Context: an optimization exercise on an open-source flow, tuned for small area and a short achievable clock period. The choices shown serve that exercise and are no tape-out recipe. At most, simulation tests tie the RTL to the original design; equivalence was not proved.

## job 104
## Top_Module
module Top_Module(
    input clk,
    input wire [31:0] Num1,
    input wire [31:0] Num2,
    output reg [31:0] out
);
    wire [24:0] be = {1'b1, Num2[22:0], 1'b0};
    reg [11:0] bo, bt, bn;         
    reg [22:0] ma;
    reg [7:0]  ea1, eb1;
    reg        fa1, fb1, s1;
    integer k;
    always @(posedge clk) begin
        for (k = 0; k < 12; k = k + 1) begin
            bo[k] <= be[2*k+1] ^ be[2*k];
            bt[k] <= (be[2*k+2] & ~be[2*k+1] & ~be[2*k]) | (~be[2*k+2] & be[2*k+1] & be[2*k]);
            bn[k] <= be[2*k+2];
        end
        ma  <= Num1[22:0];
        ea1 <= Num1[30:23];
        eb1 <= Num2[30:23];
        fa1 <= (Num1[22:0] == 23'd0);
        fb1 <= (Num2[22:0] == 23'd0);
        s1  <= Num1[31] ^ Num2[31];
    end
    wire zero1 = (ea1 == 8'h00);
    wire zero2 = (eb1 == 8'h00);
    wire max1  = (ea1 == 8'hFF);
    wire max2  = (eb1 == 8'hFF);
    wire inf1  = max1 & fa1;
    wire inf2  = max2 & fb1;
    wire is_nan = (max1 & ~fa1) | (max2 & ~fb1) | (inf1 & zero2) | (inf2 & zero1);
    wire is_inf = inf1 | inf2;
  ...
export LEC_CHECK = 0
export CAP_MARGIN = 20
export CORE_MARGIN = 2
export CORE_UTILIZATION = 55
export CTS_CLUSTER_DIAMETER = 120
export CTS_CLUSTER_SIZE = 30
export SLEW_MARGIN = 20
export SYNTH_HIERARCHICAL = 1
export SYNTH_MINIMUM_KEEP_SIZE = 0
create_clock -name core_clock -period 11.0 [get_ports {clk}]
standard.sh (not shown) runs the stock make flow with config.mk's settings and CLKGATE_MAP_FILE= SYNTH_SCRIPT=/design/flow/synth_recipe.tcl, a recipe that flattens the netlist after the stock synthesis.
==> flow/flow/run.sh <==
#!/bin/bash
# Standard layout (the standard.sh) with two changes to how it is made:
# port buffers use buf_2 instead of the default delay-cell choice, and timing
# repair aims for a setup slack of 7.85 ns instead of 0. The clock period and
# all constraints are unchanged. Full tool output goes to standard.log.
bash standard.sh SETUP_SLACK_MARGIN=7.85 "BUFFER_PORTS_ARGS=-buffer_cell sky130_fd_sc_hd__buf_2" finish > standard.log 2>&1
Relative to job 104, the following input files were edited for job 101:
--- a/flow/design.v
+++ b/flow/design.v
@@ -842,12 +842,15 @@
     wire f242_c = ma[22] | pp_11_24;
     wire f243_s, f243_c;
     fa u_f243 (.a(f242_s), .b(f241_c), .c(h3_c), .s(f243_s), .co(f243_c));
     wire f244_s = ~(sn_11 ^ f242_c);
     wire f244_c = sn_11 | f242_c;
     wire [8:0] lsum = {1'b0, h2_s, f6_s, f3_s, f1_s, h0_s, f0_s, pp_0_1, bn[0]} + {1'b0, f6_c, 1'b0, 1'b0, h1_s, f0_c, 1'b0, 1'b0, pp_0_0};
+    wire [7:0] lx = {h2_s, f6_s, f3_s, f1_s, h0_s, f0_s, pp_0_1, bn[0]};
+    wire [7:0] ly = {f6_c, 1'b0, 1'b0, h1_s, f0_c, 1'b0, 1'b0, pp_0_0};
+    wire lsz = (lx[0] ^ ly[0]) | (|((lx[7:1] ^ ly[7:1]) ^ (lx[6:0] | ly[6:0])));
     reg q8_0, q8_1, q8_2, q9_0, q9_1, q10_0, q10_1, q11_0, q11_1, q12_0, q12_1, q13_0, q13_1, q14_0, q14_1, q15_0, q15_1, q16_0, q16_1, q17_0, q17_1, q18_0, q18_1, q19_0, q19_1, q19_2, q19_3, q20_0, q20_1, q20_2, q21_0, q21_1, q21_2, q22_0, q22_1, q22_2, q23_0, q23_1, q23_2, q24_0, q24_1, q24_2, q24_3, q25_0, q25_1, q25_2, q26_0, q26_1, q26_2, q27_0, q27_1, q27_2, q27_3, q28_0, q28_1, q28_2, q29_0, q29_1, q29_2, q29_3, q30_0, q30_1, q30_2, q31_0, q31_1, q31_2, q31_3, q32_0, q32_1, q32_2, q33_0, q33_1, q34_0, q34_1, q35_0, q35_1, q35_2, q36_0, q36_1, q37_0, q37_1, q37_2, q38_0, q38_1, q39_0, q39_1, q39_2, q40_0, q40_1, q41_0, q42_0, q42_1, q42_2, q43_0, q44_0, q44_1, q44_2, q45_0, q45_1, q46_0, q47_0, q47_1;
     reg        s2, n2;
     reg [9:0]  x2;
     reg        lc2, ls2;
     always @(posedge clk) begin
         q8_0 <= f10_s;
@@ -950,13 +953,13 @@
         q45_0 <= h3_s;
         q45_1 <= f240_c;
         q46_0 <= f243_s;
         q47_0 <= f244_s;
         q47_1 <= f243_c;
         lc2 <= lsum[8];
-        ls2 <= |lsum[7:0];
+        ls2 <= lsz;
         s2 <= s1 & ~is_nan;
         n2 <= is_nan;
         x2 <= e2;
     end
     wire mf245_s, mf245_c;
     fa u_mf245 (.a(q8_0), .b(q8_1), .c(q8_2), .s(mf245_s), .co(mf245_c));
Notes after the runs:
Compared to job 104, job 101 has number of global-route vias before repair 1.2% higher.
Smallest hold slack, job 104 and job 101, lower one = job 104.
Count of instances resized after the clock tree is built is higher on job 104
Job 101 leaves more setup margin than job 104.
Against job 104 as the reference, job 101 delivers a lower sequential share of cell area.
Startpoint of the worst setup timing path: ma[6] -> job 104, Num1[1] -> job 101
Per the comparison of job 101 with job 104, share of the cycle needed by the critical path after routing decreased by 0.20 points relative to the old numbers, first-pass GRT wire length increased by about 3.6% relative to the old numbers, overall global routing resource usage increased by 1.3 points relative to the old numbers.
No functional check of the RTL was part of job 101.

## separate check: timing with driven ports
The flow's constraints put no driver on any port. The routed layouts listed below were extracted and timed again, unchanged, in two steps. Step 1 sets driving cells, clkbuf_16 on the clock port and buf_2 on the other inputs (assumed; they add their load-dependent delay and slew). Step 2, shift: input delay + t, output delay - t, t = (earliest + latest rising clock arrival at the registers) / 2. This alone moves slack from input paths to output paths. Three values: no drivers, after step 1, after step 2; two values: the first two.
| run | t (ns) | setup slack, ns | worst setup path after step 2 |
|---|---|---|---|
| job 104 | 0.559 | 7.802 / 7.789 / 7.437 | input to register |
| job 101 | 0.565 | 7.824 / 7.791 / 7.296 | input to register |
After both steps every run listed still meets setup and hold. The setup slack of job 101, which loses most, moves by -0.033 ns with the drivers and by -0.528 ns with both steps.
